Source: an optimization exercise on an open RTL-to-GDS flow (aim: small area and a short achievable clock period). Production flows keep margins and buffers that such runs may drop. Function was checked by simulation only, so behaviour that the tests miss may differ from the original. No activity file was given, so power comes from the tool's default toggle rates.

--- run.sh ---
#!/bin/bash
# synth_recipe.tcl (not shown) runs the flow's synth.tcl, then flattens the netlist and writes it again
# the make line also repeats each setting of config.mk as NAME=value (left out here)
make -C /OpenROAD-flow-scripts/flow DESIGN_CONFIG=/design/flow/config.mk WORK_HOME=/design/flow/orfs CLKGATE_MAP_FILE= SYNTH_SCRIPT=/design/flow/synth_recipe.tcl finish
--- config.mk ---
export PLATFORM = sky130hd
export DESIGN_NAME = cpu
export DESIGN_NICKNAME = cpu
export VERILOG_FILES = /design/flow/design.v
export SDC_FILE = /design/flow/constraint.sdc
export NUM_CORES = 4
export LEC_CHECK = 0
export CAP_MARGIN = 20
export CORE_MARGIN = 2
export CORE_UTILIZATION = 40
export SLEW_MARGIN = 20
--- constraint.sdc ---
create_clock -name core_clock -period 20.0 [get_ports {clk}]
set_input_delay 4.0000 -clock core_clock [delete_from_list [all_inputs] [get_ports {clk}]]
set_output_delay 4.0000 -clock core_clock [all_outputs]
set_load 0.01 [all_outputs]
--- design.v ---
module cpu (clk,clrn,inst,pc,alu_out,reg1,reg2);
    input  [31:0] inst;
    input         clk, clrn;
    output [31:0] pc;
    output [31:0] alu_out;
    output [31:0] reg1, reg2;
    wire [5:0] op = inst[31:26];
    wire [4:0] rc = inst[25:21];
    wire [4:0] ra = inst[20:16];
    wire [4:0] rb = inst[15:11];
    wire [3:0] f  = op[3:0];
    reg  [31:0] pc_q;
    reg  [31:0] r1, r2, r3, r4, r5;
    reg         zf_q, sf_q, cf_q;
    assign pc   = pc_q;
    assign reg1 = r5;
    assign reg2 = r4;
    wire [31:0] a = ({32{ra == 5'd1}} & r1) | ({32{ra == 5'd2}} & r2) |
                    ({32{ra == 5'd3}} & r3) | ({32{ra == 5'd4}} & r4) |
                    ({32{ra == 5'd5}} & r5);
    wire        imm_sel = ~op[5] & op[4];
    wire [31:0] b = ({32{~imm_sel & (rb == 5'd1)}} & r1) | ({32{~imm_sel & (rb == 5'd2)}} & r2) |
                    ({32{~imm_sel & (rb == 5'd3)}} & r3) | ({32{~imm_sel & (rb == 5'd4)}} & r4) |
                    ({32{~imm_sel & (rb == 5'd5)}} & r5) |
                    ({32{imm_sel}} & {{16{inst[15]}}, inst[15:0]});
    wire alu_grp = ~op[5];
    wire d_sub = alu_grp & ((f == 4'd1) | (f == 4'd9));
    wire d_mul = alu_grp & (f == 4'd2);
    wire d_and = alu_grp & (f == 4'd3);
    wire d_or  = alu_grp & (f == 4'd4);
    wire d_xor = alu_grp & (f == 4'd5);
    wire d_sll = alu_grp & (f == 4'd6);
    wire d_srl = alu_grp & (f == 4'd7);
    wire d_sra = alu_grp & (f == 4'd8);
    wire d_sum = ~(d_and | d_or | d_xor | d_sll | d_srl | d_sra);
    wire [15:0] ma = a[15:0];
    wire [15:0] mb = b[15:0];
    wire one0 = mb[0];
    wire two0 = mb[1] & ~mb[0];
    wire neg0 = mb[1];
    wire pp0_0 = (one0 & ma[0]) ^ neg0;
    wire pp0_1 = ((one0 & ma[1]) | (two0 & ma[0])) ^ neg0;
    wire pp0_2 = ((one0 & ma[2]) | (two0 & ma[1])) ^ neg0;
    wire pp0_3 = ((one0 & ma[3]) | (two0 & ma[2])) ^ neg0;
    wire pp0_4 = ((one0 & ma[4]) | (two0 & ma[3])) ^ neg0;
    wire pp0_5 = ((one0 & ma[5]) | (two0 & ma[4])) ^ neg0;
    wire pp0_6 = ((one0 & ma[6]) | (two0 & ma[5])) ^ neg0;
    wire pp0_7 = ((one0 & ma[7]) | (two0 & ma[6])) ^ neg0;
    wire pp0_8 = ((one0 & ma[8]) | (two0 & ma[7])) ^ neg0;
    wire pp0_9 = ((one0 & ma[9]) | (two0 & ma[8])) ^ neg0;
    wire pp0_10 = ((one0 & ma[10]) | (two0 & ma[9])) ^ neg0;
    wire pp0_11 = ((one0 & ma[11]) | (two0 & ma[10])) ^ neg0;
    wire pp0_12 = ((one0 & ma[12]) | (two0 & ma[11])) ^ neg0;
    wire pp0_13 = ((one0 & ma[13]) | (two0 & ma[12])) ^ neg0;
    wire pp0_14 = ((one0 & ma[14]) | (two0 & ma[13])) ^ neg0;
    wire pp0_15 = ((one0 & ma[15]) | (two0 & ma[14])) ^ neg0;
    wire pp0_16 = ((one0 & ma[15]) | (two0 & ma[15])) ^ neg0;
    wire one1 = mb[2] ^ mb[1];
    wire two1 = (mb[3] & ~mb[2] & ~mb[1]) | (~mb[3] & mb[2] & mb[1]);
    wire neg1 = mb[3];
    wire pp1_0 = (one1 & ma[0]) ^ neg1;
    wire pp1_1 = ((one1 & ma[1]) | (two1 & ma[0])) ^ neg1;
    wire pp1_2 = ((one1 & ma[2]) | (two1 & ma[1])) ^ neg1;
    wire pp1_3 = ((one1 & ma[3]) | (two1 & ma[2])) ^ neg1;
    wire pp1_4 = ((one1 & ma[4]) | (two1 & ma[3])) ^ neg1;
    wire pp1_5 = ((one1 & ma[5]) | (two1 & ma[4])) ^ neg1;
    wire pp1_6 = ((one1 & ma[6]) | (two1 & ma[5])) ^ neg1;
    wire pp1_7 = ((one1 & ma[7]) | (two1 & ma[6])) ^ neg1;
    wire pp1_8 = ((one1 & ma[8]) | (two1 & ma[7])) ^ neg1;
    wire pp1_9 = ((one1 & ma[9]) | (two1 & ma[8])) ^ neg1;
    wire pp1_10 = ((one1 & ma[10]) | (two1 & ma[9])) ^ neg1;
    wire pp1_11 = ((one1 & ma[11]) | (two1 & ma[10])) ^ neg1;
    wire pp1_12 = ((one1 & ma[12]) | (two1 & ma[11])) ^ neg1;
    wire pp1_13 = ((one1 & ma[13]) | (two1 & ma[12])) ^ neg1;
    wire pp1_14 = ((one1 & ma[14]) | (two1 & ma[13])) ^ neg1;
    wire pp1_15 = ((one1 & ma[15]) | (two1 & ma[14])) ^ neg1;
    wire pp1_16 = ((one1 & ma[15]) | (two1 & ma[15])) ^ neg1;
    wire one2 = mb[4] ^ mb[3];
    wire two2 = (mb[5] & ~mb[4] & ~mb[3]) | (~mb[5] & mb[4] & mb[3]);
    wire neg2 = mb[5];
    wire pp2_0 = (one2 & ma[0]) ^ neg2;
    wire pp2_1 = ((one2 & ma[1]) | (two2 & ma[0])) ^ neg2;
    wire pp2_2 = ((one2 & ma[2]) | (two2 & ma[1])) ^ neg2;
    wire pp2_3 = ((one2 & ma[3]) | (two2 & ma[2])) ^ neg2;
    wire pp2_4 = ((one2 & ma[4]) | (two2 & ma[3])) ^ neg2;
    wire pp2_5 = ((one2 & ma[5]) | (two2 & ma[4])) ^ neg2;
    wire pp2_6 = ((one2 & ma[6]) | (two2 & ma[5])) ^ neg2;
    wire pp2_7 = ((one2 & ma[7]) | (two2 & ma[6])) ^ neg2;
    wire pp2_8 = ((one2 & ma[8]) | (two2 & ma[7])) ^ neg2;
    wire pp2_9 = ((one2 & ma[9]) | (two2 & ma[8])) ^ neg2;
    wire pp2_10 = ((one2 & ma[10]) | (two2 & ma[9])) ^ neg2;
    wire pp2_11 = ((one2 & ma[11]) | (two2 & ma[10])) ^ neg2;
    wire pp2_12 = ((one2 & ma[12]) | (two2 & ma[11])) ^ neg2;
    wire pp2_13 = ((one2 & ma[13]) | (two2 & ma[12])) ^ neg2;
    wire pp2_14 = ((one2 & ma[14]) | (two2 & ma[13])) ^ neg2;
    wire pp2_15 = ((one2 & ma[15]) | (two2 & ma[14])) ^ neg2;
    wire pp2_16 = ((one2 & ma[15]) | (two2 & ma[15])) ^ neg2;
    wire one3 = mb[6] ^ mb[5];
    wire two3 = (mb[7] & ~mb[6] & ~mb[5]) | (~mb[7] & mb[6] & mb[5]);
    wire neg3 = mb[7];
    wire pp3_0 = (one3 & ma[0]) ^ neg3;
    wire pp3_1 = ((one3 & ma[1]) | (two3 & ma[0])) ^ neg3;
    wire pp3_2 = ((one3 & ma[2]) | (two3 & ma[1])) ^ neg3;
    wire pp3_3 = ((one3 & ma[3]) | (two3 & ma[2])) ^ neg3;
    wire pp3_4 = ((one3 & ma[4]) | (two3 & ma[3])) ^ neg3;
    wire pp3_5 = ((one3 & ma[5]) | (two3 & ma[4])) ^ neg3;
    wire pp3_6 = ((one3 & ma[6]) | (two3 & ma[5])) ^ neg3;
    wire pp3_7 = ((one3 & ma[7]) | (two3 & ma[6])) ^ neg3;
    wire pp3_8 = ((one3 & ma[8]) | (two3 & ma[7])) ^ neg3;
    wire pp3_9 = ((one3 & ma[9]) | (two3 & ma[8])) ^ neg3;
    wire pp3_10 = ((one3 & ma[10]) | (two3 & ma[9])) ^ neg3;
    wire pp3_11 = ((one3 & ma[11]) | (two3 & ma[10])) ^ neg3;
    wire pp3_12 = ((one3 & ma[12]) | (two3 & ma[11])) ^ neg3;
    wire pp3_13 = ((one3 & ma[13]) | (two3 & ma[12])) ^ neg3;
    wire pp3_14 = ((one3 & ma[14]) | (two3 & ma[13])) ^ neg3;
    wire pp3_15 = ((one3 & ma[15]) | (two3 & ma[14])) ^ neg3;
    wire pp3_16 = ((one3 & ma[15]) | (two3 & ma[15])) ^ neg3;
    wire one4 = mb[8] ^ mb[7];
    wire two4 = (mb[9] & ~mb[8] & ~mb[7]) | (~mb[9] & mb[8] & mb[7]);
    wire neg4 = mb[9];
    wire pp4_0 = (one4 & ma[0]) ^ neg4;
    wire pp4_1 = ((one4 & ma[1]) | (two4 & ma[0])) ^ neg4;
    wire pp4_2 = ((one4 & ma[2]) | (two4 & ma[1])) ^ neg4;
    wire pp4_3 = ((one4 & ma[3]) | (two4 & ma[2])) ^ neg4;
    wire pp4_4 = ((one4 & ma[4]) | (two4 & ma[3])) ^ neg4;
    wire pp4_5 = ((one4 & ma[5]) | (two4 & ma[4])) ^ neg4;
    wire pp4_6 = ((one4 & ma[6]) | (two4 & ma[5])) ^ neg4;
    wire pp4_7 = ((one4 & ma[7]) | (two4 & ma[6])) ^ neg4;
    wire pp4_8 = ((one4 & ma[8]) | (two4 & ma[7])) ^ neg4;
    wire pp4_9 = ((one4 & ma[9]) | (two4 & ma[8])) ^ neg4;
    wire pp4_10 = ((one4 & ma[10]) | (two4 & ma[9])) ^ neg4;
    wire pp4_11 = ((one4 & ma[11]) | (two4 & ma[10])) ^ neg4;
    wire pp4_12 = ((one4 & ma[12]) | (two4 & ma[11])) ^ neg4;
    wire pp4_13 = ((one4 & ma[13]) | (two4 & ma[12])) ^ neg4;
    wire pp4_14 = ((one4 & ma[14]) | (two4 & ma[13])) ^ neg4;
    wire pp4_15 = ((one4 & ma[15]) | (two4 & ma[14])) ^ neg4;
    wire pp4_16 = ((one4 & ma[15]) | (two4 & ma[15])) ^ neg4;
    wire one5 = mb[10] ^ mb[9];
    wire two5 = (mb[11] & ~mb[10] & ~mb[9]) | (~mb[11] & mb[10] & mb[9]);
    wire neg5 = mb[11];
    wire pp5_0 = (one5 & ma[0]) ^ neg5;
    wire pp5_1 = ((one5 & ma[1]) | (two5 & ma[0])) ^ neg5;
    wire pp5_2 = ((one5 & ma[2]) | (two5 & ma[1])) ^ neg5;
    wire pp5_3 = ((one5 & ma[3]) | (two5 & ma[2])) ^ neg5;
    wire pp5_4 = ((one5 & ma[4]) | (two5 & ma[3])) ^ neg5;
    wire pp5_5 = ((one5 & ma[5]) | (two5 & ma[4])) ^ neg5;
    wire pp5_6 = ((one5 & ma[6]) | (two5 & ma[5])) ^ neg5;
    wire pp5_7 = ((one5 & ma[7]) | (two5 & ma[6])) ^ neg5;
    wire pp5_8 = ((one5 & ma[8]) | (two5 & ma[7])) ^ neg5;
    wire pp5_9 = ((one5 & ma[9]) | (two5 & ma[8])) ^ neg5;
    wire pp5_10 = ((one5 & ma[10]) | (two5 & ma[9])) ^ neg5;
    wire pp5_11 = ((one5 & ma[11]) | (two5 & ma[10])) ^ neg5;
    wire pp5_12 = ((one5 & ma[12]) | (two5 & ma[11])) ^ neg5;
    wire pp5_13 = ((one5 & ma[13]) | (two5 & ma[12])) ^ neg5;
    wire pp5_14 = ((one5 & ma[14]) | (two5 & ma[13])) ^ neg5;
    wire pp5_15 = ((one5 & ma[15]) | (two5 & ma[14])) ^ neg5;
    wire pp5_16 = ((one5 & ma[15]) | (two5 & ma[15])) ^ neg5;
    wire one6 = mb[12] ^ mb[11];
    wire two6 = (mb[13] & ~mb[12] & ~mb[11]) | (~mb[13] & mb[12] & mb[11]);
    wire neg6 = mb[13];
    wire pp6_0 = (one6 & ma[0]) ^ neg6;
    wire pp6_1 = ((one6 & ma[1]) | (two6 & ma[0])) ^ neg6;
    wire pp6_2 = ((one6 & ma[2]) | (two6 & ma[1])) ^ neg6;
    wire pp6_3 = ((one6 & ma[3]) | (two6 & ma[2])) ^ neg6;
    wire pp6_4 = ((one6 & ma[4]) | (two6 & ma[3])) ^ neg6;
    wire pp6_5 = ((one6 & ma[5]) | (two6 & ma[4])) ^ neg6;
    wire pp6_6 = ((one6 & ma[6]) | (two6 & ma[5])) ^ neg6;
    wire pp6_7 = ((one6 & ma[7]) | (two6 & ma[6])) ^ neg6;
    wire pp6_8 = ((one6 & ma[8]) | (two6 & ma[7])) ^ neg6;
    wire pp6_9 = ((one6 & ma[9]) | (two6 & ma[8])) ^ neg6;
    wire pp6_10 = ((one6 & ma[10]) | (two6 & ma[9])) ^ neg6;
    wire pp6_11 = ((one6 & ma[11]) | (two6 & ma[10])) ^ neg6;
    wire pp6_12 = ((one6 & ma[12]) | (two6 & ma[11])) ^ neg6;
    wire pp6_13 = ((one6 & ma[13]) | (two6 & ma[12])) ^ neg6;
    wire pp6_14 = ((one6 & ma[14]) | (two6 & ma[13])) ^ neg6;
    wire pp6_15 = ((one6 & ma[15]) | (two6 & ma[14])) ^ neg6;
    wire pp6_16 = ((one6 & ma[15]) | (two6 & ma[15])) ^ neg6;
    wire one7 = mb[14] ^ mb[13];
    wire two7 = (mb[15] & ~mb[14] & ~mb[13]) | (~mb[15] & mb[14] & mb[13]);
    wire neg7 = mb[15];
    wire pp7_0 = (one7 & ma[0]) ^ neg7;
    wire pp7_1 = ((one7 & ma[1]) | (two7 & ma[0])) ^ neg7;
    wire pp7_2 = ((one7 & ma[2]) | (two7 & ma[1])) ^ neg7;
    wire pp7_3 = ((one7 & ma[3]) | (two7 & ma[2])) ^ neg7;
    wire pp7_4 = ((one7 & ma[4]) | (two7 & ma[3])) ^ neg7;
    wire pp7_5 = ((one7 & ma[5]) | (two7 & ma[4])) ^ neg7;
    wire pp7_6 = ((one7 & ma[6]) | (two7 & ma[5])) ^ neg7;
    wire pp7_7 = ((one7 & ma[7]) | (two7 & ma[6])) ^ neg7;
    wire pp7_8 = ((one7 & ma[8]) | (two7 & ma[7])) ^ neg7;
    wire pp7_9 = ((one7 & ma[9]) | (two7 & ma[8])) ^ neg7;
    wire pp7_10 = ((one7 & ma[10]) | (two7 & ma[9])) ^ neg7;
    wire pp7_11 = ((one7 & ma[11]) | (two7 & ma[10])) ^ neg7;
    wire pp7_12 = ((one7 & ma[12]) | (two7 & ma[11])) ^ neg7;
    wire pp7_13 = ((one7 & ma[13]) | (two7 & ma[12])) ^ neg7;
    wire pp7_14 = ((one7 & ma[14]) | (two7 & ma[13])) ^ neg7;
    wire pp7_15 = ((one7 & ma[15]) | (two7 & ma[14])) ^ neg7;
    wire pp7_16 = ((one7 & ma[15]) | (two7 & ma[15])) ^ neg7;
    wire hs1 = neg5 ^ pp0_10;
    wire hc2 = neg5 & pp0_10;
    wire hs3 = pp0_11 ^ pp1_9;
    wire hc4 = pp0_11 & pp1_9;
    wire fs5 = neg6 ^ pp0_12 ^ pp1_10;
    wire fc6 = (neg6 & pp0_12) | (neg6 & pp1_10) | (pp0_12 & pp1_10);
    wire hs7 = pp2_8 ^ pp3_6;
    wire hc8 = pp2_8 & pp3_6;
    wire fs9 = pp0_13 ^ pp1_11 ^ pp2_9;
    wire fc10 = (pp0_13 & pp1_11) | (pp0_13 & pp2_9) | (pp1_11 & pp2_9);
    wire hs11 = pp3_7 ^ pp4_5;
    wire hc12 = pp3_7 & pp4_5;
    wire fs13 = neg7 ^ pp0_14 ^ pp1_12;
    wire fc14 = (neg7 & pp0_14) | (neg7 & pp1_12) | (pp0_14 & pp1_12);
    wire fs15 = pp2_10 ^ pp3_8 ^ pp4_6;
    wire fc16 = (pp2_10 & pp3_8) | (pp2_10 & pp4_6) | (pp3_8 & pp4_6);
    wire hs17 = pp5_4 ^ pp6_2;
    wire hc18 = pp5_4 & pp6_2;
    wire fs19 = pp0_15 ^ pp1_13 ^ pp2_11;
    wire fc20 = (pp0_15 & pp1_13) | (pp0_15 & pp2_11) | (pp1_13 & pp2_11);
    wire fs21 = pp3_9 ^ pp4_7 ^ pp5_5;
    wire fc22 = (pp3_9 & pp4_7) | (pp3_9 & pp5_5) | (pp4_7 & pp5_5);
    wire hs23 = pp6_3 ^ pp7_1;
    wire hc24 = pp6_3 & pp7_1;
    wire fs25 = pp0_16 ^ pp1_14 ^ pp2_12;
    wire fc26 = (pp0_16 & pp1_14) | (pp0_16 & pp2_12) | (pp1_14 & pp2_12);
    wire fs27 = pp3_10 ^ pp4_8 ^ pp5_6;
    wire fc28 = (pp3_10 & pp4_8) | (pp3_10 & pp5_6) | (pp4_8 & pp5_6);
    wire hs29 = pp6_4 ^ pp7_2;
    wire hc30 = pp6_4 & pp7_2;
    wire fs31 = pp0_16 ^ pp1_15 ^ pp2_13;
    wire fc32 = (pp0_16 & pp1_15) | (pp0_16 & pp2_13) | (pp1_15 & pp2_13);
    wire fs33 = pp3_11 ^ pp4_9 ^ pp5_7;
    wire fc34 = (pp3_11 & pp4_9) | (pp3_11 & pp5_7) | (pp4_9 & pp5_7);
    wire hs35 = pp6_5 ^ pp7_3;
    wire hc36 = pp6_5 & pp7_3;
    wire fs37 = ~pp0_16 ^ ~pp1_16 ^ pp2_14;
    wire fc38 = (~pp0_16 & ~pp1_16) | (~pp0_16 & pp2_14) | (~pp1_16 & pp2_14);
    wire fs39 = pp3_12 ^ pp4_10 ^ pp5_8;
    wire fc40 = (pp3_12 & pp4_10) | (pp3_12 & pp5_8) | (pp4_10 & pp5_8);
    wire hs41 = pp6_6 ^ pp7_4;
    wire hc42 = pp6_6 & pp7_4;
    wire fs43 = 1'b1 ^ pp2_15 ^ pp3_13;
    wire fc44 = (1'b1 & pp2_15) | (1'b1 & pp3_13) | (pp2_15 & pp3_13);
    wire fs45 = pp4_11 ^ pp5_9 ^ pp6_7;
    wire fc46 = (pp4_11 & pp5_9) | (pp4_11 & pp6_7) | (pp5_9 & pp6_7);
    wire fs47 = ~pp2_16 ^ pp3_14 ^ pp4_12;
    wire fc48 = (~pp2_16 & pp3_14) | (~pp2_16 & pp4_12) | (pp3_14 & pp4_12);
    wire hs49 = 1'b1 ^ pp3_15;
    wire hc50 = 1'b1 & pp3_15;
    wire hs51 = neg3 ^ pp0_6;
    wire hc52 = neg3 & pp0_6;
    wire hs53 = pp0_7 ^ pp1_5;
    wire hc54 = pp0_7 & pp1_5;
    wire fs55 = neg4 ^ pp0_8 ^ pp1_6;
    wire fc56 = (neg4 & pp0_8) | (neg4 & pp1_6) | (pp0_8 & pp1_6);
    wire hs57 = pp2_4 ^ pp3_2;
    wire hc58 = pp2_4 & pp3_2;
    wire fs59 = pp0_9 ^ pp1_7 ^ pp2_5;
    wire fc60 = (pp0_9 & pp1_7) | (pp0_9 & pp2_5) | (pp1_7 & pp2_5);
    wire hs61 = pp3_3 ^ pp4_1;
    wire hc62 = pp3_3 & pp4_1;
    wire fs63 = pp1_8 ^ pp2_6 ^ pp3_4;
    wire fc64 = (pp1_8 & pp2_6) | (pp1_8 & pp3_4) | (pp2_6 & pp3_4);
    wire fs65 = pp4_2 ^ pp5_0 ^ hs1;
    wire fc66 = (pp4_2 & pp5_0) | (pp4_2 & hs1) | (pp5_0 & hs1);
    wire fs67 = pp2_7 ^ pp3_5 ^ pp4_3;
    wire fc68 = (pp2_7 & pp3_5) | (pp2_7 & pp4_3) | (pp3_5 & pp4_3);
    wire fs69 = pp5_1 ^ hc2 ^ hs3;
    wire fc70 = (pp5_1 & hc2) | (pp5_1 & hs3) | (hc2 & hs3);
    wire fs71 = pp4_4 ^ pp5_2 ^ pp6_0;
    wire fc72 = (pp4_4 & pp5_2) | (pp4_4 & pp6_0) | (pp5_2 & pp6_0);
    wire fs73 = hc4 ^ hs7 ^ fs5;
    wire fc74 = (hc4 & hs7) | (hc4 & fs5) | (hs7 & fs5);
    wire fs75 = pp5_3 ^ pp6_1 ^ hc8;
    wire fc76 = (pp5_3 & pp6_1) | (pp5_3 & hc8) | (pp6_1 & hc8);
    wire fs77 = hs11 ^ fc6 ^ fs9;
    wire fc78 = (hs11 & fc6) | (hs11 & fs9) | (fc6 & fs9);
    wire fs79 = pp7_0 ^ hc12 ^ hs17;
    wire fc80 = (pp7_0 & hc12) | (pp7_0 & hs17) | (hc12 & hs17);
    wire fs81 = fc10 ^ fs13 ^ fs15;
    wire fc82 = (fc10 & fs13) | (fc10 & fs15) | (fs13 & fs15);
    wire fs83 = hc18 ^ hs23 ^ fc14;
    wire fc84 = (hc18 & hs23) | (hc18 & fc14) | (hs23 & fc14);
    wire fs85 = fc16 ^ fs19 ^ fs21;
    wire fc86 = (fc16 & fs19) | (fc16 & fs21) | (fs19 & fs21);
    wire fs87 = hc24 ^ hs29 ^ fc20;
    wire fc88 = (hc24 & hs29) | (hc24 & fc20) | (hs29 & fc20);
    wire fs89 = fc22 ^ fs25 ^ fs27;
    wire fc90 = (fc22 & fs25) | (fc22 & fs27) | (fs25 & fs27);
    wire fs91 = hc30 ^ hs35 ^ fc26;
    wire fc92 = (hc30 & hs35) | (hc30 & fc26) | (hs35 & fc26);
    wire fs93 = fc28 ^ fs31 ^ fs33;
    wire fc94 = (fc28 & fs31) | (fc28 & fs33) | (fs31 & fs33);
    wire fs95 = hc36 ^ hs41 ^ fc32;
    wire fc96 = (hc36 & hs41) | (hc36 & fc32) | (hs41 & fc32);
    wire fs97 = fc34 ^ fs37 ^ fs39;
    wire fc98 = (fc34 & fs37) | (fc34 & fs39) | (fs37 & fs39);
    wire fs99 = pp7_5 ^ hc42 ^ fc38;
    wire fc100 = (pp7_5 & hc42) | (pp7_5 & fc38) | (hc42 & fc38);
    wire fs101 = fc40 ^ fs43 ^ fs45;
    wire fc102 = (fc40 & fs43) | (fc40 & fs45) | (fs43 & fs45);
    wire fs103 = pp5_10 ^ pp6_8 ^ pp7_6;
    wire fc104 = (pp5_10 & pp6_8) | (pp5_10 & pp7_6) | (pp6_8 & pp7_6);
    wire fs105 = fc44 ^ fc46 ^ fs47;
    wire fc106 = (fc44 & fc46) | (fc44 & fs47) | (fc46 & fs47);
    wire fs107 = pp4_13 ^ pp5_11 ^ pp6_9;
    wire fc108 = (pp4_13 & pp5_11) | (pp4_13 & pp6_9) | (pp5_11 & pp6_9);
    wire fs109 = pp7_7 ^ hs49 ^ fc48;
    wire fc110 = (pp7_7 & hs49) | (pp7_7 & fc48) | (hs49 & fc48);
    wire fs111 = ~pp3_16 ^ pp4_14 ^ pp5_12;
    wire fc112 = (~pp3_16 & pp4_14) | (~pp3_16 & pp5_12) | (pp4_14 & pp5_12);
    wire fs113 = pp6_10 ^ pp7_8 ^ hc50;
    wire fc114 = (pp6_10 & pp7_8) | (pp6_10 & hc50) | (pp7_8 & hc50);
    wire fs115 = 1'b1 ^ pp4_15 ^ pp5_13;
    wire fc116 = (1'b1 & pp4_15) | (1'b1 & pp5_13) | (pp4_15 & pp5_13);
    wire hs117 = pp6_11 ^ pp7_9;
    wire hc118 = pp6_11 & pp7_9;
    wire fs119 = ~pp4_16 ^ pp5_14 ^ pp6_12;
    wire fc120 = (~pp4_16 & pp5_14) | (~pp4_16 & pp6_12) | (pp5_14 & pp6_12);
    wire hs121 = 1'b1 ^ pp5_15;
    wire hc122 = 1'b1 & pp5_15;
    wire hs123 = neg2 ^ pp0_4;
    wire hc124 = neg2 & pp0_4;
    wire hs125 = pp0_5 ^ pp1_3;
    wire hc126 = pp0_5 & pp1_3;
    wire fs127 = pp1_4 ^ pp2_2 ^ pp3_0;
    wire fc128 = (pp1_4 & pp2_2) | (pp1_4 & pp3_0) | (pp2_2 & pp3_0);
    wire fs129 = pp2_3 ^ pp3_1 ^ hc52;
    wire fc130 = (pp2_3 & pp3_1) | (pp2_3 & hc52) | (pp3_1 & hc52);
    wire fs131 = pp4_0 ^ hc54 ^ hs57;
    wire fc132 = (pp4_0 & hc54) | (pp4_0 & hs57) | (hc54 & hs57);
    wire fs133 = hc58 ^ hs61 ^ fc56;
    wire fc134 = (hc58 & hs61) | (hc58 & fc56) | (hs61 & fc56);
    wire fs135 = hc62 ^ fc60 ^ fs63;
    wire fc136 = (hc62 & fc60) | (hc62 & fs63) | (fc60 & fs63);
    wire fs137 = fc64 ^ fs67 ^ fc66;
    wire fc138 = (fc64 & fs67) | (fc64 & fc66) | (fs67 & fc66);
    wire fs139 = fc68 ^ fs71 ^ fc70;
    wire fc140 = (fc68 & fs71) | (fc68 & fc70) | (fs71 & fc70);
    wire fs141 = fc72 ^ fs75 ^ fc74;
    wire fc142 = (fc72 & fs75) | (fc72 & fc74) | (fs75 & fc74);
    wire fs143 = fc76 ^ fs79 ^ fc78;
    wire fc144 = (fc76 & fs79) | (fc76 & fc78) | (fs79 & fc78);
    wire fs145 = fc80 ^ fs83 ^ fc82;
    wire fc146 = (fc80 & fs83) | (fc80 & fc82) | (fs83 & fc82);
    wire fs147 = fc84 ^ fs87 ^ fc86;
    wire fc148 = (fc84 & fs87) | (fc84 & fc86) | (fs87 & fc86);
    wire fs149 = fc88 ^ fs91 ^ fc90;
    wire fc150 = (fc88 & fs91) | (fc88 & fc90) | (fs91 & fc90);
    wire fs151 = fc92 ^ fs95 ^ fc94;
    wire fc152 = (fc92 & fs95) | (fc92 & fc94) | (fs95 & fc94);
    wire fs153 = fc96 ^ fs99 ^ fc98;
    wire fc154 = (fc96 & fs99) | (fc96 & fc98) | (fs99 & fc98);
    wire fs155 = fs103 ^ fc100 ^ fc102;
    wire fc156 = (fs103 & fc100) | (fs103 & fc102) | (fc100 & fc102);
    wire fs157 = fc104 ^ fs107 ^ fs109;
    wire fc158 = (fc104 & fs107) | (fc104 & fs109) | (fs107 & fs109);
    wire fs159 = fc108 ^ fs111 ^ fs113;
    wire fc160 = (fc108 & fs111) | (fc108 & fs113) | (fs111 & fs113);
    wire fs161 = hs117 ^ fc112 ^ fs115;
    wire fc162 = (hs117 & fc112) | (hs117 & fs115) | (fc112 & fs115);
    wire fs163 = pp7_10 ^ hc118 ^ fc116;
    wire fc164 = (pp7_10 & hc118) | (pp7_10 & fc116) | (hc118 & fc116);
    wire fs165 = pp6_13 ^ pp7_11 ^ hs121;
    wire fc166 = (pp6_13 & pp7_11) | (pp6_13 & hs121) | (pp7_11 & hs121);
    wire fs167 = ~pp5_16 ^ pp6_14 ^ pp7_12;
    wire fc168 = (~pp5_16 & pp6_14) | (~pp5_16 & pp7_12) | (pp6_14 & pp7_12);
    wire hs169 = 1'b1 ^ pp6_15;
    wire hc170 = 1'b1 & pp6_15;
    wire hs171 = neg1 ^ pp0_2;
    wire hc172 = neg1 & pp0_2;
    wire hs173 = pp0_3 ^ pp1_1;
    wire hc174 = pp0_3 & pp1_1;
    wire fs175 = pp1_2 ^ pp2_0 ^ hs123;
    wire fc176 = (pp1_2 & pp2_0) | (pp1_2 & hs123) | (pp2_0 & hs123);
    wire fs177 = pp2_1 ^ hc124 ^ hs125;
    wire fc178 = (pp2_1 & hc124) | (pp2_1 & hs125) | (hc124 & hs125);
    wire fs179 = hc126 ^ hs51 ^ fs127;
    wire fc180 = (hc126 & hs51) | (hc126 & fs127) | (hs51 & fs127);
    wire fs181 = hs53 ^ fc128 ^ fs129;
    wire fc182 = (hs53 & fc128) | (hs53 & fs129) | (fc128 & fs129);
    wire fs183 = fs55 ^ fc130 ^ fs131;
    wire fc184 = (fs55 & fc130) | (fs55 & fs131) | (fc130 & fs131);
    wire fs185 = fs59 ^ fc132 ^ fs133;
    wire fc186 = (fs59 & fc132) | (fs59 & fs133) | (fc132 & fs133);
    wire fs187 = fs65 ^ fc134 ^ fs135;
    wire fc188 = (fs65 & fc134) | (fs65 & fs135) | (fc134 & fs135);
    wire fs189 = fs69 ^ fc136 ^ fs137;
    wire fc190 = (fs69 & fc136) | (fs69 & fs137) | (fc136 & fs137);
    wire fs191 = fs73 ^ fc138 ^ fs139;
    wire fc192 = (fs73 & fc138) | (fs73 & fs139) | (fc138 & fs139);
    wire fs193 = fs77 ^ fc140 ^ fs141;
    wire fc194 = (fs77 & fc140) | (fs77 & fs141) | (fc140 & fs141);
    wire fs195 = fs81 ^ fc142 ^ fs143;
    wire fc196 = (fs81 & fc142) | (fs81 & fs143) | (fc142 & fs143);
    wire fs197 = fs85 ^ fc144 ^ fs145;
    wire fc198 = (fs85 & fc144) | (fs85 & fs145) | (fc144 & fs145);
    wire fs199 = fs89 ^ fc146 ^ fs147;
    wire fc200 = (fs89 & fc146) | (fs89 & fs147) | (fc146 & fs147);
    wire fs201 = fs93 ^ fc148 ^ fs149;
    wire fc202 = (fs93 & fc148) | (fs93 & fs149) | (fc148 & fs149);
    wire fs203 = fs97 ^ fc150 ^ fs151;
    wire fc204 = (fs97 & fc150) | (fs97 & fs151) | (fc150 & fs151);
    wire fs205 = fs101 ^ fc152 ^ fs153;
    wire fc206 = (fs101 & fc152) | (fs101 & fs153) | (fc152 & fs153);
    wire fs207 = fs105 ^ fc154 ^ fs155;
    wire fc208 = (fs105 & fc154) | (fs105 & fs155) | (fc154 & fs155);
    wire fs209 = fc106 ^ fc156 ^ fs157;
    wire fc210 = (fc106 & fc156) | (fc106 & fs157) | (fc156 & fs157);
    wire fs211 = fc110 ^ fs159 ^ fc158;
    wire fc212 = (fc110 & fs159) | (fc110 & fc158) | (fs159 & fc158);
    wire fs213 = fc114 ^ fs161 ^ fc160;
    wire fc214 = (fc114 & fs161) | (fc114 & fc160) | (fs161 & fc160);
    wire fs215 = fs119 ^ fs163 ^ fc162;
    wire fc216 = (fs119 & fs163) | (fs119 & fc162) | (fs163 & fc162);
    wire fs217 = fc120 ^ fs165 ^ fc164;
    wire fc218 = (fc120 & fs165) | (fc120 & fc164) | (fs165 & fc164);
    wire fs219 = hc122 ^ fs167 ^ fc166;
    wire fc220 = (hc122 & fs167) | (hc122 & fc166) | (fs167 & fc166);
    wire fs221 = pp7_13 ^ hs169 ^ fc168;
    wire fc222 = (pp7_13 & hs169) | (pp7_13 & fc168) | (hs169 & fc168);
    wire fs223 = ~pp6_16 ^ pp7_14 ^ hc170;
    wire fc224 = (~pp6_16 & pp7_14) | (~pp6_16 & hc170) | (pp7_14 & hc170);
    wire hs225 = 1'b1 ^ pp7_15;
    wire hc226 = 1'b1 & pp7_15;
    wire [31:0] ms = {1'b1, ~pp7_16, hs225, fs223, fs221, fs219, fs217, fs215, fs213, fs211, fs209, fs207, fs205, fs203, fs201, fs199, fs197, fs195, fs193, fs191, fs189, fs187, fs185, fs183, fs181, fs179, fs177, fs175, hs173, hs171, pp0_1, neg0};
    wire [31:0] mc = {1'b0, hc226, fc224, fc222, fc220, fc218, fc216, fc214, fc212, fc210, fc208, fc206, fc204, fc202, fc200, fc198, fc196, fc194, fc192, fc190, fc188, fc186, fc184, fc182, fc180, fc178, fc176, hc174, hc172, pp1_0, 1'b0, pp0_0};
    wire [31:0] x = d_mul ? ms : a;
    wire [31:0] y = d_mul ? mc : (b ^ {32{d_sub}});
    wire        cin = d_sub;
    wire g0_0 = x[0] & y[0];
    wire p0_0 = x[0] ^ y[0];
    wire g0_1 = x[1] & y[1];
    wire p0_1 = x[1] ^ y[1];
    wire g0_2 = x[2] & y[2];
    wire p0_2 = x[2] ^ y[2];
    wire g0_3 = x[3] & y[3];
    wire p0_3 = x[3] ^ y[3];
    wire g0_4 = x[4] & y[4];
    wire p0_4 = x[4] ^ y[4];
    wire g0_5 = x[5] & y[5];
    wire p0_5 = x[5] ^ y[5];
    wire g0_6 = x[6] & y[6];
    wire p0_6 = x[6] ^ y[6];
    wire g0_7 = x[7] & y[7];
    wire p0_7 = x[7] ^ y[7];
    wire g0_8 = x[8] & y[8];
    wire p0_8 = x[8] ^ y[8];
    wire g0_9 = x[9] & y[9];
    wire p0_9 = x[9] ^ y[9];
    wire g0_10 = x[10] & y[10];
    wire p0_10 = x[10] ^ y[10];
    wire g0_11 = x[11] & y[11];
    wire p0_11 = x[11] ^ y[11];
    wire g0_12 = x[12] & y[12];
    wire p0_12 = x[12] ^ y[12];
    wire g0_13 = x[13] & y[13];
    wire p0_13 = x[13] ^ y[13];
    wire g0_14 = x[14] & y[14];
    wire p0_14 = x[14] ^ y[14];
    wire g0_15 = x[15] & y[15];
    wire p0_15 = x[15] ^ y[15];
    wire g0_16 = x[16] & y[16];
    wire p0_16 = x[16] ^ y[16];
    wire g0_17 = x[17] & y[17];
    wire p0_17 = x[17] ^ y[17];
    wire g0_18 = x[18] & y[18];
    wire p0_18 = x[18] ^ y[18];
    wire g0_19 = x[19] & y[19];
    wire p0_19 = x[19] ^ y[19];
    wire g0_20 = x[20] & y[20];
    wire p0_20 = x[20] ^ y[20];
    wire g0_21 = x[21] & y[21];
    wire p0_21 = x[21] ^ y[21];
    wire g0_22 = x[22] & y[22];
    wire p0_22 = x[22] ^ y[22];
    wire g0_23 = x[23] & y[23];
    wire p0_23 = x[23] ^ y[23];
    wire g0_24 = x[24] & y[24];
    wire p0_24 = x[24] ^ y[24];
    wire g0_25 = x[25] & y[25];
    wire p0_25 = x[25] ^ y[25];
    wire g0_26 = x[26] & y[26];
    wire p0_26 = x[26] ^ y[26];
    wire g0_27 = x[27] & y[27];
    wire p0_27 = x[27] ^ y[27];
    wire g0_28 = x[28] & y[28];
    wire p0_28 = x[28] ^ y[28];
    wire g0_29 = x[29] & y[29];
    wire p0_29 = x[29] ^ y[29];
    wire g0_30 = x[30] & y[30];
    wire p0_30 = x[30] ^ y[30];
    wire g0_31 = x[31] & y[31];
    wire p0_31 = x[31] ^ y[31];
    wire gg0 = g0_0 | (p0_0 & cin);
    wire G227 = g0_1 | (p0_1 & gg0);
    wire G229 = g0_3 | (p0_3 & g0_2);
    wire P230 = p0_3 & p0_2;
    wire G231 = g0_5 | (p0_5 & g0_4);
    wire P232 = p0_5 & p0_4;
    wire G233 = g0_7 | (p0_7 & g0_6);
    wire P234 = p0_7 & p0_6;
    wire G235 = g0_9 | (p0_9 & g0_8);
    wire P236 = p0_9 & p0_8;
    wire G237 = g0_11 | (p0_11 & g0_10);
    wire P238 = p0_11 & p0_10;
    wire G239 = g0_13 | (p0_13 & g0_12);
    wire P240 = p0_13 & p0_12;
    wire G241 = g0_15 | (p0_15 & g0_14);
    wire P242 = p0_15 & p0_14;
    wire G243 = g0_17 | (p0_17 & g0_16);
    wire P244 = p0_17 & p0_16;
    wire G245 = g0_19 | (p0_19 & g0_18);
    wire P246 = p0_19 & p0_18;
    wire G247 = g0_21 | (p0_21 & g0_20);
    wire P248 = p0_21 & p0_20;
    wire G249 = g0_23 | (p0_23 & g0_22);
    wire P250 = p0_23 & p0_22;
    wire G251 = g0_25 | (p0_25 & g0_24);
    wire P252 = p0_25 & p0_24;
    wire G253 = g0_27 | (p0_27 & g0_26);
    wire P254 = p0_27 & p0_26;
    wire G255 = g0_29 | (p0_29 & g0_28);
    wire P256 = p0_29 & p0_28;
    wire G257 = g0_31 | (p0_31 & g0_30);
    wire P258 = p0_31 & p0_30;
    wire G259 = g0_2 | (p0_2 & G227);
    wire G261 = G229 | (P230 & G227);
    wire G263 = g0_6 | (p0_6 & G231);
    wire P264 = p0_6 & P232;
    wire G265 = G233 | (P234 & G231);
    wire P266 = P234 & P232;
    wire G267 = g0_10 | (p0_10 & G235);
    wire P268 = p0_10 & P236;
    wire G269 = G237 | (P238 & G235);
    wire P270 = P238 & P236;
    wire G271 = g0_14 | (p0_14 & G239);
    wire P272 = p0_14 & P240;
    wire G273 = G241 | (P242 & G239);
    wire P274 = P242 & P240;
    wire G275 = g0_18 | (p0_18 & G243);
    wire P276 = p0_18 & P244;
    wire G277 = G245 | (P246 & G243);
    wire P278 = P246 & P244;
    wire G279 = g0_22 | (p0_22 & G247);
    wire P280 = p0_22 & P248;
    wire G281 = G249 | (P250 & G247);
    wire P282 = P250 & P248;
    wire G283 = g0_26 | (p0_26 & G251);
    wire P284 = p0_26 & P252;
    wire G285 = G253 | (P254 & G251);
    wire P286 = P254 & P252;
    wire G287 = g0_30 | (p0_30 & G255);
    wire P288 = p0_30 & P256;
    wire G289 = G257 | (P258 & G255);
    wire P290 = P258 & P256;
    wire G291 = g0_4 | (p0_4 & G261);
    wire G293 = G231 | (P232 & G261);
    wire G295 = G263 | (P264 & G261);
    wire G297 = G265 | (P266 & G261);
    wire G299 = g0_12 | (p0_12 & G269);
    wire P300 = p0_12 & P270;
    wire G301 = G239 | (P240 & G269);
    wire P302 = P240 & P270;
    wire G303 = G271 | (P272 & G269);
    wire P304 = P272 & P270;
    wire G305 = G273 | (P274 & G269);
    wire P306 = P274 & P270;
    wire G307 = g0_20 | (p0_20 & G277);
    wire P308 = p0_20 & P278;
    wire G309 = G247 | (P248 & G277);
    wire P310 = P248 & P278;
    wire G311 = G279 | (P280 & G277);
    wire P312 = P280 & P278;
    wire G313 = G281 | (P282 & G277);
    wire P314 = P282 & P278;
    wire G315 = g0_28 | (p0_28 & G285);
    wire P316 = p0_28 & P286;
    wire G317 = G255 | (P256 & G285);
    wire P318 = P256 & P286;
    wire G319 = G287 | (P288 & G285);
    wire P320 = P288 & P286;
    wire G321 = G289 | (P290 & G285);
    wire P322 = P290 & P286;
    wire G323 = g0_8 | (p0_8 & G297);
    wire G325 = G235 | (P236 & G297);
    wire G327 = G267 | (P268 & G297);
    wire G329 = G269 | (P270 & G297);
    wire G331 = G299 | (P300 & G297);
    wire G333 = G301 | (P302 & G297);
    wire G335 = G303 | (P304 & G297);
    wire G337 = G305 | (P306 & G297);
    wire G339 = g0_24 | (p0_24 & G313);
    wire P340 = p0_24 & P314;
    wire G341 = G251 | (P252 & G313);
    wire P342 = P252 & P314;
    wire G343 = G283 | (P284 & G313);
    wire P344 = P284 & P314;
    wire G345 = G285 | (P286 & G313);
    wire P346 = P286 & P314;
    wire G347 = G315 | (P316 & G313);
    wire P348 = P316 & P314;
    wire G349 = G317 | (P318 & G313);
    wire P350 = P318 & P314;
    wire G351 = G319 | (P320 & G313);
    wire P352 = P320 & P314;
    wire G353 = G321 | (P322 & G313);
    wire P354 = P322 & P314;
    wire G355 = g0_16 | (p0_16 & G337);
    wire G357 = G243 | (P244 & G337);
    wire G359 = G275 | (P276 & G337);
    wire G361 = G277 | (P278 & G337);
    wire G363 = G307 | (P308 & G337);
    wire G365 = G309 | (P310 & G337);
    wire G367 = G311 | (P312 & G337);
    wire G369 = G313 | (P314 & G337);
    wire G371 = G339 | (P340 & G337);
    wire G373 = G341 | (P342 & G337);
    wire G375 = G343 | (P344 & G337);
    wire G377 = G345 | (P346 & G337);
    wire G379 = G347 | (P348 & G337);
    wire G381 = G349 | (P350 & G337);
    wire G383 = G351 | (P352 & G337);
    wire G385 = G353 | (P354 & G337);
    wire [31:0] g = {g0_31, g0_30, g0_29, g0_28, g0_27, g0_26, g0_25, g0_24, g0_23, g0_22, g0_21, g0_20, g0_19, g0_18, g0_17, g0_16, g0_15, g0_14, g0_13, g0_12, g0_11, g0_10, g0_9, g0_8, g0_7, g0_6, g0_5, g0_4, g0_3, g0_2, g0_1, g0_0};
    wire [31:0] p = {p0_31, p0_30, p0_29, p0_28, p0_27, p0_26, p0_25, p0_24, p0_23, p0_22, p0_21, p0_20, p0_19, p0_18, p0_17, p0_16, p0_15, p0_14, p0_13, p0_12, p0_11, p0_10, p0_9, p0_8, p0_7, p0_6, p0_5, p0_4, p0_3, p0_2, p0_1, p0_0};
    wire [31:0] c = {G383, G381, G379, G377, G375, G373, G371, G369, G367, G365, G363, G361, G359, G357, G355, G337, G335, G333, G331, G329, G327, G325, G323, G297, G295, G293, G291, G261, G259, G227, gg0, cin};
    wire        cout = G385;
    wire [31:0] sum = p ^ c;
    wire        right = d_srl | d_sra;
    wire        fill  = d_sra & a[31];
    reg  [31:0] a_rev;
    integer i;
    always @* for (i = 0; i < 32; i = i + 1) a_rev[i] = a[31-i];
    wire [32:0] sw = {right ? a : a_rev, 1'b0};
    wire [4:0]  n  = b[4:0];
    wire [32:0] s0 = n[0] ? {{1{fill}},  sw[32:1]}  : sw;
    wire [32:0] s1 = n[1] ? {{2{fill}},  s0[32:2]}  : s0;
    wire [32:0] s2 = n[2] ? {{4{fill}},  s1[32:4]}  : s1;
    wire [32:0] s3 = n[3] ? {{8{fill}},  s2[32:8]}  : s2;
    wire [32:0] s4 = n[4] ? {{16{fill}}, s3[32:16]} : s3;
    reg  [31:0] shl;
    always @* for (i = 0; i < 32; i = i + 1) shl[i] = s4[32-i];
    wire [31:0] r = ({32{d_sum}} & sum) |
                    ({32{d_and | d_or}} & g) |
                    ({32{d_or | d_xor}} & p) |
                    ({32{d_sll}} & shl) |
                    ({32{right}} & s4[32:1]);
    wire cf = (d_sum & ~d_mul & cout) | ((d_sll | right) & s4[0]);
    assign alu_out = r;
    wire wreg = alu_grp & (f <= 4'd8);
    always @(posedge clk or negedge clrn)
        if (!clrn) begin
            r1 <= 0; r2 <= 0; r3 <= 0; r4 <= 0; r5 <= 0;
        end else if (wreg) begin
            if (rc == 5'd1) r1 <= r;
            if (rc == 5'd2) r2 <= r;
            if (rc == 5'd3) r3 <= r;
            if (rc == 5'd4) r4 <= r;
            if (rc == 5'd5) r5 <= r;
        end
    always @(posedge clk or negedge clrn)
        if (!clrn) begin
            zf_q <= 0; sf_q <= 0; cf_q <= 0;
        end else begin
            zf_q <= ~|r; sf_q <= r[31]; cf_q <= cf;
        end
    reg take;
    always @* begin
        case (f)
            4'd0:  take = 1'b1;
            4'd1:  take = zf_q & ~sf_q;
            4'd2:  take = ~zf_q;
            4'd3:  take = sf_q & ~zf_q;
            4'd4:  take = sf_q | zf_q;
            4'd5:  take = ~sf_q & ~zf_q;
            4'd6:  take = ~sf_q | zf_q;
            4'd7:  take = cf_q;
            4'd8:  take = ~cf_q;
            4'd9:  take = zf_q;
            4'd10: take = ~zf_q;
            default: take = 1'b0;
        endcase
    end
    wire jmp = op[5] & op[4] & take;
    wire [32:0] ic;
    assign ic[0] = 1'b1;
    genvar k;
    generate for (k = 0; k < 32; k = k + 1) begin : inc
        assign ic[k+1] = ic[k] & pc_q[k];
    end endgenerate
    wire [31:0] pc1 = pc_q ^ ic[31:0];
    always @(posedge clk or negedge clrn)
        if (!clrn) pc_q <= 0;
        else       pc_q <= jmp ? {24'b0, inst[25:18]} : pc1;
endmodule
==> flow_summary.yaml, run 1 <==
global_route:
  grt_pass1_wl_um: 163000
  track_usage: 0.366
  grt_start_max_net_pins: 114
  overflow: 0
  antenna_found_initial: 3
  grt_pass1_vias: 23400
synth:
  synthArstFlopShare: 1.00
  synth_area_leader_cell: "dfrtp_1"
  synth_top_cell_area_share: 0.211
  synth_flop_cell: "dfrtp_1"
  ys_ff_latch: 195
  synth.yosys.seq_area_share: 0.211
  synth_edf_count: 0
  synthCells: 2840
  synth_top_family_by_area: "compound AO/OA/AOI/OAI gates"
  syn_area_um2: 23100
  synth_compound_area_frac: 0.292
  synth_adder_area_share: 0.133
  synth_most_common_cell: "o21ai_0"
  synth.distinct_cells: 97
  synthMuxAreaShare: 0.141
  ys_top_cells_by_area: "dfrtp_1, fa_1, mux2i_1"
  synth_commonest_cells: "o21ai_0, a21oi_1, nor2_1, clkbuf_1, dfrtp_1"
  ys_warn_count: 1
  synthXorXnorAreaFrac: 0.0231
  synth.net_count: 3050
  synthSimpleGateAreaFrac: 0.127
  syn_area_per_cell_um2: 8.15
timing:
  tightest_slew_ns: 1.20
  setup_ws_ns: 1.70
  maxSlewViolCount: 0
  finalCritPeriodShare: 0.915
  fin_tns_setup_ns: 0
  setup_viol: 0
  rsz0062_at_grt: "false"
  clock.fmax_mhz: 54.7
  period_needed_ns: 18.30
  clock_skew_ns: 0.0155
  hold_viol: 0
  relSlewSlack: 0.196
die:
  fp.dieH_um: 245
  start_util: 0.403
  pin_count: 162
  fp-row-count: 88
  die_w_um: 245
  core_area_um2: 57500
  die_area_um2: 59800
clock_tree:
  cts_tree: "yes"
  insertion_delay_ns: 0.47
  cts_inserted_buffers: 17
  clockBufferDepth: 2
  path_clk_slew_ns: 0.08
  htreeDepth: 4
  numClockSinks: 195
  cts_setup_buffers: 0
  root_buffer: "clkbuf_16"
  cts_resized: 0
  ctsHoldBuffers: 0
placement:
  post-place-ws_ns: 1.90
  hpwl_um: 81500
  port_buffers: 161
  globalplace.congestion: 1.01
pwr:
  power.leakage_nw: 10.9
  ir_drop_uv: 64.1
  powerDensity_nw_per_um2: 55.7
setup_path:
  endpoint_kind: "output pin"
  startpoint_type: "primary input"
  critPathKind: "in2out"
  crit_family: "compound AO/OA/AOI/OAI gates"
  cp.required_ns: 16.00
  crit_path_frequent_cell: "fa_1"
  critPathMaxFanout: 31
  critPathMaxStageDelay_ns: 0.85
  arrival_ns: 14.30
  crit_slowest_cell: "a211oi_1"
  reg2reg_slack_ns: 10.31
  critPathBufInv: 5
drt:
  drtIter0Drc: 3104
  routedWlPerCell_um: 30.8
  routed_wl_um: 111000
  vias_per_cell: 6.77
  antenna_left: 0
  vias: 24400
  drtPass1Iterations: 7
  drc: 0
finish:
  syn_to_final_growth_pct: 13.3
  drive_gt1_frac: 0.125
  antenna_cells: 0
  nets: 3045
min_path:
  hp-class: "reg2reg"
flow_run:
  maxCapViolCount: 0
status:
  outcome: "no timing/DRC/antenna violations"
## final timing paths
check / startpoint / to / depth (start not counted)
worst max register to register: r4[2] / zf_q / 31
max in group asynchronous: clrn / r3[6] / 2
worst min-delay path: pc_q[0] / pc_q[0] / 1
min in group asynchronous: clrn / pc_q[11] / 1
worst max-delay path: inst[30] / alu_out[17] / 28
worst min register to register: pc_q[0] / pc_q[0] / 1
## report_power, final
part	total, W	internal, W	leakage [nW]	switching, W
combinational	0.000610	0.000240	8.01	0.000370
clock	0.000352	0.000173	0.292	0.000179
sequential	0.000499	0.000443	2.62	0.0000558
## metrics by stage
stage,cells,area (um^2),utilization,total power [W],hold slack (ns)
floorplan,2840,23100,-,0.000817,0.467
global placement,3580,25600,0.445,0.00109,0.481
detailed placement,3580,25600,0.446,0.00110,0.487
CTS,3612,26200,0.456,0.00145,0.502
global route,3613,26200,0.456,0.00153,0.537
finish,3613,26200,0.456,0.00146,0.499
## worst register-to-register path: cells and delay by family, from the launching register on
kind	cells	cell delay (ns)
AO/OA/AOI/OAI	12	3.71
adder cells (fa/ha/maj)	6	2.69
AND/OR/NAND/NOR	10	2.11
buffers and inverters	3	0.61
flip-flops	1	0.48
## cell usage in the layout (no fill, tap or decap), types with 11 or more instances in the layout
master             n
a211o_1           27
a211oi_1          38
a211oi_4          18
a21o_1            16
a21oi_1          249
a221o_1           12
a221oi_1          18
a22oi_1           31
a311oi_1          12
a31oi_1           19
and2_1            32
buf_4            102
clkbuf_16         17
clkdlybuf4s50_1  156
dfrtp_1          195
fa_1              95
ha_1              81
inv_1            122
maj3_1            16
mux2_2           122
mux2i_1          162
mux4_2            11
nand2_1          173
nand3_1           48
nor2_1           237
nor3_1            54
o211ai_1          19
o21ai_0          267
o221ai_1          65
o22ai_1          136
o311ai_0          25
xnor2_1           41
xor2_1            20
## flip-flops by register name (all words and copies together) (netlist names)
signal / count
cf_q: 1
r3: 32
r5: 32
r1: 32
sf_q: 1
r4: 32
zf_q: 1
r2: 32
pc_q: 32
## final cells by class
cell class / instances / area, um^2
clock buffers: 19 / 443
repair buffers: 265 / 2380
clock inverters: 13 / 154
fillers: 5762 / 31300
flip-flops and latches: 195 / 4880
inverters: 124 / 465
well taps: 765 / 957
multi-input cells: 2232 / 16900
## layer usage
| layer | vias up | track usage | wire (um) |
|---|---|---|---|
| met5 | - | 0 | 19 |
| met4 | 4 | 0.170 | 5980 |
| met3 | 286 | 0.0671 | 10100 |
| met2 | 1458 | 0.578 | 50200 |
| met1 | 12200 | 0.484 | 45000 |
| li1 | 10500 | - | - |
## cells by family after synthesis
group                      count (synthesis)
muxes                                    296
and+or+nand+nor                          636
DFF                                      195
xor gates and xnor gates                  61
adders and majority gates                192
buffers and inverters                    413
AOI/OAI and AO/OA                       1047
==> run 2, diff against run 1 <==
--- a/config.mk
+++ b/config.mk
@@ -5,6 +5,7 @@
 export SDC_FILE = /design/flow/constraint.sdc
 export NUM_CORES = 4
 export LEC_CHECK = 0
+export ABC_AREA = 1
 export CAP_MARGIN = 20
 export CORE_MARGIN = 2
 export CORE_UTILIZATION = 40
==> run 2 against run 1 <==
Clock skew is 0.00082 ns higher. Die area decreased by 7.5%. Sequential cell count unchanged. Still clean. Highest routed layer unchanged. Critical endpoint unchanged. Setup slack improved by 0.066 ns. Critical path depth rose by 1. Global-route usage shrank 1.6 points. Total power rose by 23%. Synthesized cell count grew 8.0%. Register-to-register slack better by 0.40 ns.
==> flow_summary.yaml, run 2 <==
global_route:
  grt_start_max_net_pins: 85
  grt_pass1_wl_um: 146000
  overflow: 0
  grt_pass1_vias: 21900
  track_usage: 0.350
  antenna_found_initial: 1
die:
  die_w_um: 235
  fp.dieH_um: 235
  start_util: 0.406
  pin_count: 162
  fp-row-count: 84
  core_area_um2: 52700
  die_area_um2: 55300
placement:
  globalplace.congestion: 1.02
  post-place-ws_ns: 2.10
  port_buffers: 161
  hpwl_um: 73300
clock_tree:
  cts_resized: 0
  insertion_delay_ns: 0.46
  cts_tree: "yes"
  clockBufferDepth: 2
  path_clk_slew_ns: 0.07
  root_buffer: "clkbuf_16"
  numClockSinks: 195
  ctsHoldBuffers: 0
  htreeDepth: 4
  cts_inserted_buffers: 17
  cts_setup_buffers: 0
timing:
  clock_skew_ns: 0.0163
  relSlewSlack: 0.228
  finalCritPeriodShare: 0.912
  tightest_slew_ns: 1.13
  setup_viol: 0
  setup_ws_ns: 1.77
  clock.fmax_mhz: 54.9
  rsz0062_at_grt: "false"
  fin_tns_setup_ns: 0
  period_needed_ns: 18.23
  maxSlewViolCount: 0
  whs_ns: 0.524
  hold_viol: 0
drt:
  vias_per_cell: 6.06
  drtPass1Iterations: 6
  routedWlPerCell_um: 26.0
  routed_wl_um: 98800
  vias: 23000
  drtIter0Drc: 3000
  antenna_left: 0
  drc: 0
setup_path:
  cp.required_ns: 16.00
  startpoint_type: "primary input"
  cp-startpoint: "inst[30]"
  endpoint_kind: "output pin"
  crit_slowest_cell: "o21ai_1"
  critPathKind: "in2out"
  arrival_ns: 14.23
  critPathMaxFanout: 24
  r2r_start: "r5[5]"
  crit_path_frequent_cell: "fa_1"
  critPathMaxStageDelay_ns: 1.00
synth:
  synth.yosys.seq_area_share: 0.228
  synthCells: 3068
  synth_flop_cell: "dfrtp_1"
  synth_edf_count: 0
  syn_area_per_cell_um2: 6.97
  ys_ff_latch: 195
  synth.net_count: 3278
  synth_area_leader_cell: "dfrtp_1"
  ys_warn_count: 1
  syn_area_um2: 21400
  synth_most_common_cell: "nand2_1"
  ys_top_cells_by_area: "dfrtp_1, nand3_1, nand2_1"
  synth_commonest_cells: "nand2_1, nand3_1, inv_1, o21ai_0, nor2_1"
  synth_top_cell_area_share: 0.228
  synth.distinct_cells: 54
  synthArstFlopShare: 1.00
finish:
  drive_gt1_frac: 0.0684
  layout_commonest_cell: "nand2_1"
  mostFrequentLayoutCells: "nand2_1, nand3_1, inv_1"
  nets: 3310
  fillers: 5497
  antenna_cells: 0
  syn_to_final_growth_pct: 12.3
pwr:
  power.leakage_nw: 11.8
  ir_drop_uv: 68.1
  powerDensity_nw_per_um2: 74.7
flow_run:
  maxCapViolCount: 0
status:
  outcome: "no timing/DRC/antenna violations"
min_path:
  hp-start: "pc_q[0]"
  hp-class: "reg2reg"
run 2: cell count changes after synthesis, sizes merged, moves of 65 or more:
cell    delta
clkbuf   -121
inv      +292
mux2      -83
a21oi    -191
mux2i    -163
nand3    +441
nand2    +386
a211oi    -65
xor2     +123
run 2: per-stage QoR:
stage | power, W | area (um^2) | utilization | cells
after floorplan | 0.00102 | 21400 | - | 3068
after global placement | 0.00141 | 23400 | 0.444 | 3767
after detailed placement | 0.00141 | 23400 | 0.444 | 3767
after CTS | 0.00178 | 24000 | 0.455 | 3798
after global routing | 0.00190 | 24000 | 0.456 | 3800
final | 0.00179 | 24000 | 0.456 | 3800
run 2: cells by family (layout without fill, tap and decap cells):
kind of cell / after synthesis / count (layout) / synth area share
AO/OA/AOI/OAI: 528 / 528 / 0.147
XOR/XNOR: 153 / 153 / 0.0627
adder cells (fa/ha/maj): 176 / 176 / 0.136
buffers and inverters: 613 / 657 / 0.116
flip-flops: 195 / 195 / 0.228
multiplexers: 39 / 39 / 0.0205
AND/OR/NAND/NOR: 1364 / 1364 / 0.290
run 2: per-layer routing:
metal | share of wire | track usage | up-vias | wire (um)
met1 | 0.42 | 0.493 | 11100 | 41900
met3 | 0.10 | 0.0694 | 249 | 9950
li1 | - | - | 10300 | -
met5 | 0.00013 | 0 | - | 13
met2 | 0.43 | 0.518 | 1433 | 42100
met4 | 0.050 | 0.155 | 2 | 4920
run 2: path summary, 6_finish.rpt:
check                      slack (ns)  cells past startpoint           to
hold / removal                   0.52                      1      pc_q[0]
hold reg to reg                  0.52                      1      pc_q[0]
setup reg to reg                10.71                     29         zf_q
max in group asynchronous       15.17                      2       r3[25]
min in group asynchronous        3.46                      1        r3[4]
setup / recovery                 1.77                     29  alu_out[17]
run 2: critical path: cells and delay by family:
| family | cells | cell delay (ns) |
|---|---|---|
| XOR/XNOR | 2 | 0.37 |
| adder cells (fa/ha/maj) | 6 | 3.01 |
| AO/OA/AOI/OAI | 6 | 1.79 |
| buffers and inverters | 6 | 1.98 |
| AND/OR/NAND/NOR | 9 | 3.01 |
run 2: area by class of cell:
type	instances	area [um^2]	area share
clock buffers	18	439	0.0183
repair buffers	203	1960	0.0818
multi-input cells	2260	14100	0.588
inverters	423	1590	0.0664
clock inverters	13	148	0.00615
flip-flops and latches	195	4880	0.203
well taps	688	861	0.0359
run 2: power by group:
group | internal, W | leakage [nW] | switching (W)
clock | 0.000180 | 0.284 | 0.000176
sequential | 0.000472 | 2.30 | 0.0000611
combinational | 0.000332 | 9.19 | 0.000571
==> run 3, diff against run 2 <==
--- a/config.mk
+++ b/config.mk
@@ -9,4 +9,5 @@
 export CAP_MARGIN = 20
 export CORE_MARGIN = 2
 export CORE_UTILIZATION = 40
+export SETUP_SLACK_MARGIN = 5
 export SLEW_MARGIN = 20
==> run 3 against run 2 <==
Largest power group unchanged. Critical path depth fell by 1. Combinational power increased by 13%. Synthesized cell count unchanged. Sequential power about the same. Clock-buffer cell count is the same. Critical path type unchanged. Area after synthesis unchanged.
==> flow_summary.yaml, run 3 <==
synth:
  synth_edf_count: 0
  synth_area_leader_cell: "dfrtp_1"
  synth_flop_cell: "dfrtp_1"
  synthCells: 3068
  synthArstFlopShare: 1.00
  syn_area_per_cell_um2: 6.97
  synth_most_common_cell: "nand2_1"
  synth.net_count: 3278
  syn_area_um2: 21400
  ys_warn_count: 1
  ys_top_cells_by_area: "dfrtp_1, nand3_1, nand2_1"
  synth.yosys.seq_area_share: 0.228
  synth.distinct_cells: 54
  synth_top_cell_area_share: 0.228
  ys_ff_latch: 195
  synth_commonest_cells: "nand2_1, nand3_1, inv_1, o21ai_0, nor2_1"
global_route:
  grt_pass1_wl_um: 153000
  use_met1: 0.501
  overflow: 0
  grt_pass1_vias: 22800
  track_usage: 0.369
  grt_use_met3: 0.0875
  grt_busiest_layer: "met2"
  antenna_found_initial: 3
  grtUsageMet2: 0.544
  grt_start_max_net_pins: 85
setup_path:
  arrival_ns: 10.91
  crit_slowest_cell: "clkdlybuf4s50_1"
  critPathMaxStageDelay_ns: 0.58
  cp.depth: 28
  critPathBufInv: 8
  crit_family: "buffers and inverters"
  r2r_start: "r4[11]"
  endpoint_kind: "output pin"
  crit_path_frequent_cell: "nor2_1"
  cp.required_ns: 16.00
  r2r_end: "zf_q"
  startpoint_type: "primary input"
  critPathKind: "in2out"
  reg2reg_slack_ns: 12.40
  ff2ff_path_depth: 34
  critPathMaxFanout: 17
min_path:
  hp-class: "reg2reg"
  hp-start: "pc_q[0]"
  holdPathEnd: "pc_q[0]"
  hold_depth: 1
finish:
  stdcell_count: 3979
  layout_commonest_cell: "nand2_1"
  mostFrequentLayoutCells: "nand2_1, nand3_1, inv_1"
  syn_to_final_growth_pct: 25.1
  nets: 3488
  drive_gt1_frac: 0.163
placement:
  globalplace.congestion: 1.02
  port_buffers: 161
  hpwl_um: 73300
  dp_cells: 3767
timing:
  clock.fmax_mhz: 67.1
  maxSlewViolCount: 0
  fin_tns_setup_ns: 0
  rsz0062_at_grt: "true"
  setup_viol: 0
  hold_viol: 0
  clock_skew_ns: 0.0177
  period_needed_ns: 14.91
  relSlewSlack: 0.151
  tightest_slew_ns: 1.27
  finalCritPeriodShare: 0.745
clock_tree:
  cts_inserted_buffers: 17
  root_buffer: "clkbuf_16"
  insertion_delay_ns: 0.47
  path_clk_slew_ns: 0.07
  numClockSinks: 195
  cts_tree: "yes"
  htreeDepth: 4
  clockBufferDepth: 2
die:
  start_util: 0.406
  die_w_um: 235
  core_area_um2: 52700
  pin_count: 162
  die_area_um2: 55300
  fp.dieH_um: 235
  fp-row-count: 84
flow_run:
  maxCapViolCount: 0
drt:
  routedWlPerCell_um: 26.9
  routed_wl_um: 107000
  drtPass1Iterations: 6
  vias: 24400
  drc: 0
  antenna_left: 0
  drtIter0Drc: 3258
  vias_per_cell: 6.14
pwr:
  power.leakage_nw: 13.1
  ir_drop_uv: 66.0
  powerDensity_nw_per_um2: 71.3
status:
  outcome: "no timing/DRC/antenna violations"
run 3: cell counts after synthesis:
Identical to the previous run, type by type.
run 3: cells by family after synthesis:
family                   after synthesis  synth area share
adder cells (fa/ha/maj)              176             0.136
AND/OR/NAND/NOR                     1364             0.290
AO/OA/AOI/OAI                        528             0.147
multiplexers                          39            0.0205
XOR/XNOR                             153            0.0627
buffers and inverters                613             0.116
flip-flops                           195             0.228
run 3: cell type report:
type	instances	area [um^2]
clock inverters	13	148
fillers	5252	25900
well taps	688	861
diodes	1	2.50
flip-flops and latches	195	4880
repair buffers	376	3720
clock buffers	18	439
inverters	423	1760
multi-input cells	2265	15000
run 3: timing repair:
item                       CTS  global route
pin swaps                   34            40
setup endpoints to repair   26            22
hold buffers                 0             0
resized for setup          214           136
gates cloned                 8             7
buffers inserted           105            60
run 3: worst max-delay path by stage:
stage	slack, ns	start	end
finish	5.09	inst[20]	alu_out[13]
global route	4.94	inst[16]	alu_out[23]
CTS	4.86	inst[15]	alu_out[29]
detailed placement	2.10	inst[30]	alu_out[16]
global placement	2.14	inst[30]	alu_out[16]
floorplan	5.94	inst[30]	alu_out[17]
run 3: power breakdown:
group / total [W] / leakage, nW / internal (W) / switching (W)
logic: 0.00102 / 10.5 / 0.000393 / 0.000622
clock network: 0.000357 / 0.284 / 0.000180 / 0.000177
registers: 0.000535 / 2.30 / 0.000472 / 0.0000633
total: 0.00191 / 13.1 / 0.00104 / 0.000863
run 3: worst register-to-register path, delay by kind of cell (launching register included):
kind	cells	cell delay (ns)
DFF	1	0.44
AOI/OAI and AO/OA	6	0.73
xor gates and xnor gates	1	0.18
buffers and inverters	9	1.42
adders and majority gates	6	2.78
and+or+nand+nor	12	1.93
run 3: per-layer routing:
metal  wire [um]  vias up  share of wire
li1            -    10600              -
met1       42700    11800           0.40
met4        7110        2          0.067
met2       45200     1718           0.42
met3       11900      332           0.11
met5          10        -       0.000094
run 3: per-stage QoR:
step | total power (W) | hold slack [ns] | instance area, um^2 | setup slack (ns) | utilization
after global routing | 0.00201 | 0.546 | 26800 | 4.94 | 0.508
after CTS | 0.00184 | 0.532 | 25800 | 4.86 | 0.489
after detailed placement | 0.00141 | 0.517 | 23400 | 2.10 | 0.444
after global placement | 0.00141 | 0.505 | 23400 | 2.14 | 0.444
final | 0.00191 | 0.519 | 26800 | 5.09 | 0.508
after floorplan | 0.00102 | 0.504 | 21400 | 5.94 | -

## what the ideal ports hide
Ports are ideal in the flow. The routed layouts listed here were re-timed in OpenROAD. Step 1 (the two cells are an assumption about what drives the block):
set clk [get_ports {clk}]
set_driving_cell -lib_cell sky130_fd_sc_hd__clkbuf_16 $clk
set_driving_cell -lib_cell sky130_fd_sc_hd__buf_2 [delete_from_list [all_inputs] $clk]
Step 2 times the ports against the registers' clock, not the clock port: input delays grow and output delays shrink by t, the midpoint of the rising clock arrivals with the driver on. a / b / c = ideal ports / drivers / drivers and shift; a / b = the first two.
run	t, ns	slack for setup (ns)	hold WS [ns]	worst setup path after step 2	worst data-port slew with drivers (ns)
run 1	0.525	1.704 / 1.681 / 1.681	0.499 / 0.499 / 0.499	input to output	0.06
run 2	0.512	1.770 / 1.747 / 1.747	0.524 / 0.524 / 0.524	input to output	0.06
run 3	0.514	5.093 / 5.033 / 5.033	0.519 / 0.519 / 0.519	input to output	0.07
After both steps every run listed still meets setup and hold. For run 3, which loses most, drivers alone change the setup slack by -0.060 ns; drivers and shift together by -0.060 ns.
